This design comes from an exercise in tuning for small area on the open sky130 flow, not from production work. At most, simulation tests tie the RTL to the original design; equivalence was not proved. No activity file was given, so power comes from the tool's default toggle rates.

==> 09-17 <==
==> flow/design.v (excerpt) <==
module arya (
	input clk,
	input reset,
	input en,
	output [7:0] imem_addr_out,
	input [31:0] imem_data_in,
	input [63:0] datamem_data_in,
	input [1:0] start_thread,
	input [1:0] debug_commands,
	input [1:0] action_data_in,
	input action_wen,
	input [0:0] action_thread_id_in,
	output [15:0] datamem_addr_out,
	output [127:0] datamem_data_out,
	output [1:0] datamem_we_out,
	output [0:0] thread_id_out,
	output [1:0] thread_busy,
	output [1:0] thread_done,
	output reg [31:0] halt_counter_out
);
reg tid;
always @(posedge clk) tid <= reset ? 1'b0 : ~tid;
reg [7:0] pc0, pc1;
reg [5:0] tc0, tc1;           
assign thread_busy = {|tc1, |tc0};
assign thread_done = {tc1[5], tc0[5]};
always @(posedge clk) begin
	if (reset) tc0 <= 6'd0;
	else if (tc0 == 6'd0) tc0 <= {5'd0, start_thread[0]};
	else if (tc0[5]) tc0 <= 6'd0;
	else tc0 <= tc0 + 6'd1;
	if (reset) tc1 <= 6'd0;
	else if (tc1 == 6'd0) tc1 <= {5'd0, start_thread[1]};
	else if (tc1[5]) tc1 <= 6'd0;
	else tc1 <= tc1 + 6'd1;
end
wire em_br;
reg em_tid;
reg [6:0] em_target;
always @(posedge clk) begin
	if (reset || thread_done[0]) pc0 <= 8'd0;
	else if (en && thread_busy[0]) begin
		if (em_br && !em_tid) pc0[7:1] <= em_target;
		else pc0 <= pc0 + 8'd1;
	end
	if (reset || thread_done[1]) pc1 <= 8'd0;
	else if (en && thread_busy[1]) begin
		if (em_br && em_tid) pc1[7:1] <= em_target;
		else pc1 <= pc1 + 8'd1;
	end
end
assign imem_addr_out = {tid, tid ? pc1[7:1] : pc0[7:1]};
reg fd_tid;
always @(posedge clk)
	if (reset) fd_tid <= 1'b0;
	else if (en) fd_tid <= tid;
wire [31:0] inst = imem_data_in;
wire halt = &inst[31:26];
wire [5:0] ctl = halt ? 6'd0 : inst[31:26];
always @(posedge clk)
	if (reset) halt_counter_out <= 32'd0;
	else if (halt) halt_counter_out <= halt_counter_out + 32'd1;
reg [5:0] de_ctl;
reg [15:0] de_imm;
  ...
==> flow/config.mk <==
export PLATFORM = sky130hd
export DESIGN_NAME = arya
export DESIGN_NICKNAME = arya
export VERILOG_FILES = /design/flow/design.v
export SDC_FILE = /design/flow/constraint.sdc
export NUM_CORES = 4
export LEC_CHECK = 0
export CAP_MARGIN = 20
export CORE_MARGIN = 2
export CORE_UTILIZATION = 65
export CTS_BUF_LIST = sky130_fd_sc_hd__clkbuf_8
export CTS_CLUSTER_DIAMETER = 60
export CTS_CLUSTER_SIZE = 14
export PLACE_DENSITY = 0.75
export SETUP_SLACK_MARGIN = 0.1
export SLEW_MARGIN = 20
==> flow/constraint.sdc <==
create_clock -name core_clock -period 7.0 [get_ports {clk}]
set_input_delay 1.4000 -clock core_clock [delete_from_list [all_inputs] [get_ports {clk}]]
set_output_delay 1.4000 -clock core_clock [all_outputs]
set_load 0.01 [all_outputs]
standard.sh (not shown) runs the stock make flow with config.mk's settings and CLKGATE_MAP_FILE= SYNTH_SCRIPT=/design/flow/synth_recipe.tcl, a recipe that flattens the netlist after the stock synthesis.
==> flow/flow/run.sh <==
#!/bin/bash
# Layout flow: the standard ORFS flow with two changes.
#  1. Synthesis is the standard synthesis script (synth_recipe.tcl) except that
#     ABC maps the combinational logic with an area-oriented script (balanced first)
#     (flow/abc_area.script); the flip-flops are mapped before ABC runs, so
#     the registers are the standard synthesis's.
#  2. Port buffers are sky130_fd_sc_hd__buf_1 cells (every input and output
#     port still gets its buffer).
# Everything else (floorplan, power grid, tap cells, placement, CTS, routing,
# finish) is standard.sh's make run. Each tool's output goes to the ORFS logs
# under orfs/logs; make's own output goes to flow_make.log here.
set -euo pipefail
W=$(pwd)
{
	echo "proc abc {args} { set i [lsearch \$args -script]; if {\$i >= 0} { lset args [expr {\$i + 1}] {$W/flow/abc_area.script} }; yosys abc {*}\$args }"
	cat "$W/synth_recipe.tcl"
} > "$W/own_synth.tcl"
sed -e "s#SYNTH_SCRIPT=[^ ]*#SYNTH_SCRIPT=$W/own_synth.tcl#" \
	-e "s#\"\${@:-finish}\"#'BUFFER_PORTS_ARGS=-buffer_cell sky130_fd_sc_hd__buf_1' \"\${@:-finish}\"#" \
	"$W/standard.sh" > "$W/own_standard.sh"
grep -q own_synth.tcl "$W/own_standard.sh"
grep -q BUFFER_PORTS_ARGS "$W/own_standard.sh"
bash "$W/own_standard.sh" > "$W/flow_make.log" 2>&1
test -f "$W/out/final.def"
==> flow/flow/abc_area.script <==
strash
&get -n
&st
&b -d
&dch
&nf -R 20
&put
==> 03-08 (differences from 09-17) <==
==> flow/design.v (replaced) <==
`timescale 1ns / 1ps
module arya (
	input clk,
	input reset,
	input en,
	output [7:0] imem_addr_out,
	input [31:0] imem_data_in,
	input [63:0] datamem_data_in,
	input [1:0] start_thread,
	input [1:0] debug_commands,
	input [1:0] action_data_in,
	input action_wen,
	input [0:0] action_thread_id_in,
	output [15:0] datamem_addr_out,
	output [127:0] datamem_data_out,
	output [1:0] datamem_we_out,
	output [0:0] thread_id_out,
	output [1:0] thread_busy,
	output [1:0] thread_done,
	output reg [31:0] halt_counter_out
);
reg tid;
always @(posedge clk) tid <= reset ? 1'b0 : ~tid;
reg [7:0] pc0, pc1;
reg [5:0] tc0, tc1;           
assign thread_busy = {|tc1, |tc0};
assign thread_done = {tc1[5], tc0[5]};
always @(posedge clk) begin
	if (reset) tc0 <= 6'd0;
	else if (tc0 == 6'd0) tc0 <= {5'd0, start_thread[0]};
	else if (tc0[5]) tc0 <= 6'd0;
	else tc0 <= tc0 + 6'd1;
	if (reset) tc1 <= 6'd0;
	else if (tc1 == 6'd0) tc1 <= {5'd0, start_thread[1]};
	else if (tc1[5]) tc1 <= 6'd0;
	else tc1 <= tc1 + 6'd1;
end
wire em_br;
reg em_tid;
reg [6:0] em_target;
always @(posedge clk) begin
	if (reset || thread_done[0]) pc0 <= 8'd0;
	else if (en && thread_busy[0]) begin
		if (em_br && !em_tid) pc0[7:1] <= em_target;
		else pc0 <= pc0 + 8'd1;
	end
	if (reset || thread_done[1]) pc1 <= 8'd0;
	else if (en && thread_busy[1]) begin
		if (em_br && em_tid) pc1[7:1] <= em_target;
		else pc1 <= pc1 + 8'd1;
	end
end
assign imem_addr_out = {tid, tid ? pc1[7:1] : pc0[7:1]};
reg fd_tid;
always @(posedge clk)
	if (reset) fd_tid <= 1'b0;
	else if (en) fd_tid <= tid;
wire [31:0] inst = imem_data_in;
wire halt = &inst[31:26];
wire [5:0] ctl = halt ? 6'd0 : inst[31:26];
always @(posedge clk)
	if (reset) halt_counter_out <= 32'd0;
	else if (halt) halt_counter_out <= halt_counter_out + 32'd1;
reg [5:0] de_ctl;
reg [15:0] de_imm;
reg [3:0] de_r1a, de_r2a;
reg de_tid;
always @(posedge clk) begin
	if (reset) begin
		de_ctl <= 6'd0;
		de_imm[3:0] <= 4'd0;
		de_tid <= 1'b0;
	end else if (en) begin
		de_ctl <= ctl;
		de_imm[3:0] <= inst[3:0];
		de_tid <= fd_tid;
	end
	if (en) begin
		de_imm[15:4] <= inst[15:4];
		de_r1a <= inst[24:21];
		de_r2a <= inst[19:16];
	end
end
wire de_wr_en = de_ctl[5];
wire de_beq = de_ctl[4];
wire de_bneq = de_ctl[3];
wire de_imm_sel = de_ctl[2];
wire de_mem_write = de_ctl[1];
wire de_mem_reg_sel = de_ctl[0];
reg [63:0] rf [0:15];
wire [15:0] oh1 = 16'd1 << de_r1a;
wire [15:0] oh2 = 16'd1 << de_r2a;
reg [63:0] rd1, rd2;
integer k;
always @(*) begin
	rd1 = 64'd0; rd2 = 64'd0;
	for (k = 0; k < 16; k = k + 1) begin
		rd1 = rd1 | (rf[k] & {64{oh1[k]}});
		rd2 = rd2 | (rf[k] & {64{oh2[k]}});
	end
end
reg pw_v;
reg [3:0] pw_a;
reg [63:0] pw_d;
reg pa0_v, pa1_v;
reg [1:0] pa0_d, pa1_d;
reg mw_wr_en, mw_mem_reg_sel, mw_tid;
reg [3:0] mw_wr_addr;
reg [63:0] mw_accum;
wire wena = mw_wr_en && en;
wire [63:0] wdata = mw_mem_reg_sel ? datamem_data_in : mw_accum;
wire act0 = action_wen && !wena && !action_thread_id_in[0];
wire act1 = action_wen && !wena && action_thread_id_in[0];
always @(posedge clk) begin
	if (reset) begin
		pw_v <= 1'b0;
		pa0_v <= 1'b0;
		pa1_v <= 1'b0;
	end else if (en) begin
		pw_v <= wena;
		pa0_v <= act0;
		pa1_v <= act1;
	end else begin
		if (act0) pa0_v <= 1'b1;
		if (act1) pa1_v <= 1'b1;
	end
	if (en) begin
		pw_a <= mw_wr_addr;
		pw_d <= wdata;
	end
	if (act0) pa0_d <= action_data_in;
	if (act1) pa1_d <= action_data_in;
end
wire [63:0] wd0 = reset ? 64'd0 : pw_d;
genvar r;
generate
	for (r = 0; r < 16; r = r + 1) begin : row
		wire act = (r == 6 || r == 7) ? pa0_v : (r == 14 || r == 15) ? pa1_v : 1'b0;
		wire [1:0] ad = (r < 8) ? pa0_d : pa1_d;
		wire [63:0] aval = (r == 6 || r == 14) ? 64'hFF00FFFFFFFFFFFF : {14'd0, ad, 48'd0};
		wire we = reset || (en && (act || (pw_v && pw_a == r)));
		wire [63:0] d = (act && !reset) ? aval : wd0;
		always @(posedge clk)
			if (we) rf[r] <= d;
	end
endgenerate
wire [63:0] a = rd1;
wire [63:0] b = de_imm_sel ? {{48{de_imm[15]}}, de_imm} : rd2;
wire [3:0] alu_ctrl = de_imm_sel ? 4'd1 : (de_beq || de_bneq) ? 4'd2 : de_imm[3:0];
wire sub = (alu_ctrl == 4'd2) || (alu_ctrl == 4'd7);
wire [64:0] sum = {1'b0, a} + {1'b0, b ^ {64{sub}}} + {64'd0, sub};
reg [63:0] accum;
always @(*) begin
	case (alu_ctrl)
	4'd0: accum = 64'hdeafdeafdeafdeaf;
	4'd1: accum = sum[63:0];
	4'd2: accum = sum[63:0];
	4'd3: accum = a & b;
	4'd4: accum = a | b;
	4'd5: accum = ~a;
	4'd6: accum = a ^ b;
	4'd7: accum = {63'd0, ~sum[64]};
	4'd8: accum = {a[62:0], 1'b0};
	4'd9: accum = {1'b0, a[63:1]};
	default: accum = 64'd0;
	endcase
end
wire [3:0] wr_addr = de_imm_sel ? de_r2a : de_imm[14:11];
reg [63:0] em_accum, em_store;
reg [3:0] em_wr_addr;
reg em_wr_en, em_mem_write, em_mem_reg_sel, em_beq, em_bneq, em_valid;
always @(posedge clk) begin
	if (reset) begin
		em_valid <= 1'b0;
		em_wr_en <= 1'b0;
		em_mem_write <= 1'b0;
		em_beq <= 1'b0;
		em_bneq <= 1'b0;
		em_tid <= 1'b0;
	end else if (en) begin
		em_valid <= 1'b1;
		em_wr_en <= de_wr_en;
		em_mem_write <= de_mem_write;
		em_beq <= de_beq;
		em_bneq <= de_bneq;
		em_tid <= de_tid;
	end
	if (en) begin
		em_accum <= accum;
		em_store <= rd2;
		em_wr_addr <= wr_addr;
		em_mem_reg_sel <= de_mem_reg_sel;
		em_target <= de_imm[6:0];
	end
end
wire em_zero = ~|em_accum;
assign em_br = (em_beq && em_zero) || (em_bneq && !em_zero);
wire o1 = em_valid & em_tid;
wire o0 = em_valid & ~em_tid;
assign datamem_addr_out = {em_accum[7:0] & {8{o1}}, em_accum[7:0] & {8{o0}}};
assign datamem_data_out = {em_store & {64{o1}}, em_store & {64{o0}}};
assign datamem_we_out = {em_tid & em_mem_write, ~em_tid & em_mem_write};
always @(posedge clk) begin
	if (reset) begin
		mw_wr_en <= 1'b0;
		mw_tid <= 1'b0;
	end else if (en) begin
		mw_wr_en <= em_wr_en;
		mw_tid <= em_tid;
	end
	if (en) begin
		mw_wr_addr <= em_wr_addr;
		mw_mem_reg_sel <= em_mem_reg_sel;
		mw_accum <= em_accum;
	end
end
assign thread_id_out = mw_tid;
endmodule
==> flow/run.sh (new file) <==
#!/bin/bash
# synth_recipe.tcl (not shown) runs the flow's synth.tcl, then flattens the netlist and writes it again
# the make line also repeats each setting of config.mk as NAME=value (left out here)
make -C /OpenROAD-flow-scripts/flow DESIGN_CONFIG=/design/flow/config.mk WORK_HOME=/design/flow/orfs CLKGATE_MAP_FILE= SYNTH_SCRIPT=/design/flow/synth_recipe.tcl finish
- CORE_UTILIZATION: 65 -> 45
- CTS_BUF_LIST: sky130_fd_sc_hd__clkbuf_8 -> unset
- CTS_CLUSTER_DIAMETER: 60 -> 80
- CTS_CLUSTER_SIZE: 14 -> 20
- PLACE_DENSITY: 0.75 -> 0.6
- SETUP_SLACK_MARGIN: 0.1 -> unset
removed: flow/flow/run.sh
removed: flow/flow/abc_area.script
removed: flow/standard.sh
==> 12-11 (differences from 09-17) <==
--- a/flow/design.v
+++ b/flow/design.v
@@ -59,59 +59,48 @@
 wire halt = &inst[31:26];
 wire [5:0] ctl = halt ? 6'd0 : inst[31:26];
 always @(posedge clk)
 	if (reset) halt_counter_out <= 32'd0;
 	else if (halt) halt_counter_out <= halt_counter_out + 32'd1;
 reg [5:0] de_ctl;
 reg [15:0] de_imm;
-reg [3:0] de_h1, de_l1, de_h2, de_l2;    
+reg [3:0] de_r1a, de_r2a;
 reg de_tid;
 always @(posedge clk) begin
 	if (reset) begin
 		de_ctl <= 6'd0;
 		de_imm[3:0] <= 4'd0;
 		de_tid <= 1'b0;
 	end else if (en) begin
 		de_ctl <= ctl;
 		de_imm[3:0] <= inst[3:0];
 		de_tid <= fd_tid;
 	end
 	if (en) begin
 		de_imm[15:4] <= inst[15:4];
-		de_h1 <= 4'd1 << inst[24:23];
-		de_l1 <= 4'd1 << inst[22:21];
-		de_h2 <= 4'd1 << inst[19:18];
-		de_l2 <= 4'd1 << inst[17:16];
+		de_r1a <= inst[24:21];
+		de_r2a <= inst[19:16];
 	end
 end
 wire de_wr_en = de_ctl[5];
 wire de_beq = de_ctl[4];
 wire de_bneq = de_ctl[3];
 wire de_imm_sel = de_ctl[2];
 wire de_mem_write = de_ctl[1];
 wire de_mem_reg_sel = de_ctl[0];
 reg [63:0] rf [0:15];
-reg ov6, ov7, ov14, ov15;
-reg [1:0] ad7, ad15;
-wire [15:0] oh1 = {{4{de_h1[3]}}, {4{de_h1[2]}}, {4{de_h1[1]}}, {4{de_h1[0]}}} & {4{de_l1}};
-wire [15:0] oh2 = {{4{de_h2[3]}}, {4{de_h2[2]}}, {4{de_h2[1]}}, {4{de_h2[0]}}} & {4{de_l2}};
-wire [3:0] de_r2a = {de_h2[3] | de_h2[2], de_h2[3] | de_h2[1], de_l2[3] | de_l2[2], de_l2[3] | de_l2[1]};
-wire [15:0] keep = ~{ov15, ov14, 6'd0, ov7, ov6, 6'd0};
-wire [63:0] ovv1 = ((oh1[6] & ov6) | (oh1[14] & ov14) ? 64'hFF00FFFFFFFFFFFF : 64'd0)
-	| {14'd0, (oh1[7] & ov7 ? ad7 : 2'd0) | (oh1[15] & ov15 ? ad15 : 2'd0), 48'd0};
-wire [63:0] ovv2 = ((oh2[6] & ov6) | (oh2[14] & ov14) ? 64'hFF00FFFFFFFFFFFF : 64'd0)
-	| {14'd0, (oh2[7] & ov7 ? ad7 : 2'd0) | (oh2[15] & ov15 ? ad15 : 2'd0), 48'd0};
+wire [15:0] oh1 = 16'd1 << de_r1a;
+wire [15:0] oh2 = 16'd1 << de_r2a;
 reg [63:0] rd1, rd2;
 integer k;
 always @(*) begin
-	rd1 = ovv1;
-	rd2 = ovv2;
+	rd1 = 64'd0; rd2 = 64'd0;
 	for (k = 0; k < 16; k = k + 1) begin
-		rd1 = rd1 | (rf[k] & {64{oh1[k] & keep[k]}});
-		rd2 = rd2 | (rf[k] & {64{oh2[k] & keep[k]}});
+		rd1 = rd1 | (rf[k] & {64{oh1[k]}});
+		rd2 = rd2 | (rf[k] & {64{oh2[k]}});
 	end
 end
 reg pw_v;
 reg [3:0] pw_a;
 reg [63:0] pw_d;
 reg pa0_v, pa1_v;
 reg [1:0] pa0_d, pa1_d;
@@ -142,44 +131,23 @@
 	if (act0) pa0_d <= action_data_in;
 	if (act1) pa1_d <= action_data_in;
 end
 wire [63:0] wd0 = reset ? 64'd0 : pw_d;
 genvar r;
 generate
 	for (r = 0; r < 16; r = r + 1) begin : row
-		wire we = reset || (en && pw_v && pw_a == r);
+		wire act = (r == 6 || r == 7) ? pa0_v : (r == 14 || r == 15) ? pa1_v : 1'b0;
+		wire [1:0] ad = (r < 8) ? pa0_d : pa1_d;
+		wire [63:0] aval = (r == 6 || r == 14) ? 64'hFF00FFFFFFFFFFFF : {14'd0, ad, 48'd0};
+		wire we = reset || (en && (act || (pw_v && pw_a == r)));
+		wire [63:0] d = (act && !reset) ? aval : wd0;
 		always @(posedge clk)
-			if (we) rf[r] <= wd0;
+			if (we) rf[r] <= d;
 	end
 endgenerate
-always @(posedge clk) begin
-	if (reset) begin
-		ov6 <= 1'b0;
-		ov7 <= 1'b0;
-		ov14 <= 1'b0;
-		ov15 <= 1'b0;
-	end else if (en) begin
-		if (pa0_v) begin
-			ov6 <= 1'b1;
-			ov7 <= 1'b1;
-		end else begin
-			if (pw_v && pw_a == 4'd6) ov6 <= 1'b0;
-			if (pw_v && pw_a == 4'd7) ov7 <= 1'b0;
-		end
-		if (pa1_v) begin
-			ov14 <= 1'b1;
-			ov15 <= 1'b1;
-		end else begin
-			if (pw_v && pw_a == 4'd14) ov14 <= 1'b0;
-			if (pw_v && pw_a == 4'd15) ov15 <= 1'b0;
-		end
-	end
-	if (en && pa0_v) ad7 <= pa0_d;
-	if (en && pa1_v) ad15 <= pa1_d;
-end
 wire [63:0] a = rd1;
 wire [63:0] b = de_imm_sel ? {{48{de_imm[15]}}, de_imm} : rd2;
 wire [3:0] alu_ctrl = de_imm_sel ? 4'd1 : (de_beq || de_bneq) ? 4'd2 : de_imm[3:0];
 wire sub = (alu_ctrl == 4'd2) || (alu_ctrl == 4'd7);
 wire e_s = (alu_ctrl == 4'd1) || (alu_ctrl == 4'd2);    
 wire e_g = (alu_ctrl == 4'd3) || (alu_ctrl == 4'd4);    
 wire e_p = (alu_ctrl == 4'd4) || (alu_ctrl == 4'd6);    
@@ -213,15 +181,15 @@
 	| (g & {64{e_g}})
 	| (~a & {64{e_n}})
 	| ({a[62:0], 1'b0} & {64{e_l}})
 	| ({1'b0, a[63:1]} & {64{e_r}})
 	| (64'hdeafdeafdeafdeaf & {64{e_k}})
 	| {63'd0, e_lt & ~G[63]};
 wire [3:0] wr_addr = de_imm_sel ? de_r2a : de_imm[14:11];
-reg [63:0] em_accum, em_store_n;    
+reg [63:0] em_accum, em_store;
 reg [3:0] em_wr_addr;
 reg em_wr_en, em_mem_write, em_mem_reg_sel, em_beq, em_bneq, em_valid;
 always @(posedge clk) begin
 	if (reset) begin
 		em_valid <= 1'b0;
 		em_wr_en <= 1'b0;
 		em_mem_write <= 1'b0;
@@ -234,26 +202,26 @@
 		em_mem_write <= de_mem_write;
 		em_beq <= de_beq;
 		em_bneq <= de_bneq;
 		em_tid <= de_tid;
 	end
 	if (en) begin
 		em_accum <= accum;
-		em_store_n <= ~rd2;
+		em_store <= rd2;
 		em_wr_addr <= wr_addr;
 		em_mem_reg_sel <= de_mem_reg_sel;
 		em_target <= de_imm[6:0];
 	end
 end
 wire em_zero = ~|em_accum;
 assign em_br = (em_beq && em_zero) || (em_bneq && !em_zero);
 wire o1 = em_valid & em_tid;
 wire o0 = em_valid & ~em_tid;
 assign datamem_addr_out = {em_accum[7:0] & {8{o1}}, em_accum[7:0] & {8{o0}}};
-assign datamem_data_out = {~em_store_n & {64{o1}}, ~em_store_n & {64{o0}}};
+assign datamem_data_out = {em_store & {64{o1}}, em_store & {64{o0}}};
 assign datamem_we_out = {em_tid & em_mem_write, ~em_tid & em_mem_write};
 always @(posedge clk) begin
 	if (reset) begin
 		mw_wr_en <= 1'b0;
 		mw_tid <= 1'b0;
 	end else if (en) begin
 		mw_wr_en <= em_wr_en;
--- a/flow/flow/run.sh
+++ b/flow/flow/run.sh
@@ -1,11 +1,11 @@
 #!/bin/bash
 # Layout flow: the standard ORFS flow with two changes.
 #  1. Synthesis is the standard synthesis script (synth_recipe.tcl) except that
-#     ABC maps the combinational logic with an area-oriented script (balanced first)
+#     ABC maps the combinational logic with an area-oriented script
 #     (flow/abc_area.script); the flip-flops are mapped before ABC runs, so
 #     the registers are the standard synthesis's.
 #  2. Port buffers are sky130_fd_sc_hd__buf_1 cells (every input and output
 #     port still gets its buffer).
 # Everything else (floorplan, power grid, tap cells, placement, CTS, routing,
 # finish) is standard.sh's make run. Each tool's output goes to the ORFS logs
 # under orfs/logs; make's own output goes to flow_make.log here.
==> flow/flow/abc_area.script (replaced) <==
strash
&get -n
&st
&dch
&nf -a
&put
- CORE_UTILIZATION: 65 -> 45
- CTS_BUF_LIST: sky130_fd_sc_hd__clkbuf_8 -> unset
- CTS_CLUSTER_DIAMETER: 60 -> 80
- CTS_CLUSTER_SIZE: 14 -> 20
- PLACE_DENSITY: 0.75 -> 0.6
- SETUP_SLACK_MARGIN: 0.1 -> unset
==> 02-09 (differences from 09-17) <==
--- a/flow/design.v
+++ b/flow/design.v
@@ -184,17 +184,16 @@
 wire e_g = (alu_ctrl == 4'd3) || (alu_ctrl == 4'd4);    
 wire e_p = (alu_ctrl == 4'd4) || (alu_ctrl == 4'd6);    
 wire e_n = (alu_ctrl == 4'd5);
 wire e_l = (alu_ctrl == 4'd8);
 wire e_r = (alu_ctrl == 4'd9);
 wire e_k = (alu_ctrl == 4'd0);
 wire e_lt = (alu_ctrl == 4'd7);
-wire [63:0] bx = b ^ {64{sub}};
-wire [63:0] p = a ^ bx;
-wire [63:0] g = a & bx;
+wire [63:0] p = a ^ b ^ {64{sub}};
+wire [63:0] g = a & ~p;
 reg [63:0] G, P;
 integer l, i;
 always @(*) begin
 	G = g;
 	P = p;
 	G[0] = g[0] | (p[0] & sub);
 	for (l = 1; l < 64; l = l * 2)
- SETUP_SLACK_MARGIN: 0.1 -> 0.2
==> summary of the runs <==
In 02-09 the die area is smaller than in 12-11, by 31%.
Against 09-17, the power of 12-11 is higher by about 3.7%.
Between 09-17 and 12-11, the lower count of clock-buffer cells in the layout is in 12-11 (gap 23).
Against 02-09, the synthesized cell count of 09-17 is larger by about 0.44%.
==> figures <==
Power per unit of standard cell area: 02-09 287 nW/µm²; 03-08 279 nW/µm²; 09-17 285 nW/µm²; 12-11 279 nW/µm²
Power share of the combinational group: 02-09 22.0%; 03-08 26.1%; 09-17 20.7%; 12-11 20.8%
Die ar.: 02-09 97,100 µm²; 03-08 157,000 µm²; 09-17 97,200 µm²; 12-11 141,000 µm²
Terminating pin of the worst hold path: 02-09 mw_wr_addr[1]$_DFFE_PP_; 03-08 mw_wr_addr[2]$_DFFE_PP_; 09-17 pw_a[0]$_DFFE_PP_; 12-11 mw_wr_addr[3]$_DFFE_PP_
Syn_nets: 02-09 4,461; 03-08 5,944; 09-17 4,544; 12-11 4,635
Pin count of the biggest net entering global routing: 02-09 138; 03-08 124; 09-17 157; 12-11 111
Outcome: 02-09 no timing/DRC/antenna violations; 03-08 no timing/DRC/antenna violations; 09-17 no timing/DRC/antenna violations; 12-11 no timing/DRC/antenna violations
Most prevalent standard cell on the critical path: 02-09 sky130_fd_sc_hd__o21ai_0; 03-08 sky130_fd_sc_hd__a21oi_1; 09-17 sky130_fd_sc_hd__o21ai_0; 12-11 sky130_fd_sc_hd__a221o_1
Hold Path Origin: 02-09 em_wr_addr[1]$_DFFE_PP_; 03-08 em_wr_addr[2]$_DFFE_PP_; 09-17 mw_wr_addr[0]$_DFFE_PP_; 12-11 em_wr_addr[3]$_DFFE_PP_
GRT met3 Usage: 02-09 15.8%; 03-08 9.58%; 09-17 15.3%; 12-11 8.16%
Function not checked in 03-08: the RTL went through the layout flow alone.

## what the ideal ports hide
In the flow no input, the clock included, has a driving cell. The finished layouts below were timed again as built, in two steps.
Step 1, drivers: a clkbuf_16 drives clk and a buf_2 each remaining input, both assumed.
Step 2 adds t to the input delays and takes it off the output delays; t is the mean of the earliest and latest rising clock arrival at the registers after step 1. Input paths then give back, and output paths get back, about the clock's delay inside the block.
Slacks: no drivers / after step 1 / after step 2; pairs: no drivers / after step 1.
run	t (ns)	setup WS [ns]	worst data-port slew with drivers (ns)
09-17	0.917	0.284 / 0.284 / 0.284	0.09
03-08	0.817	0.268 / 0.268 / 0.268	0.11
12-11	0.798	0.098 / 0.098 / 0.098	0.25
02-09	0.915	0.255 / 0.255 / 0.255	0.09
After both steps setup and hold are still met in every run listed.
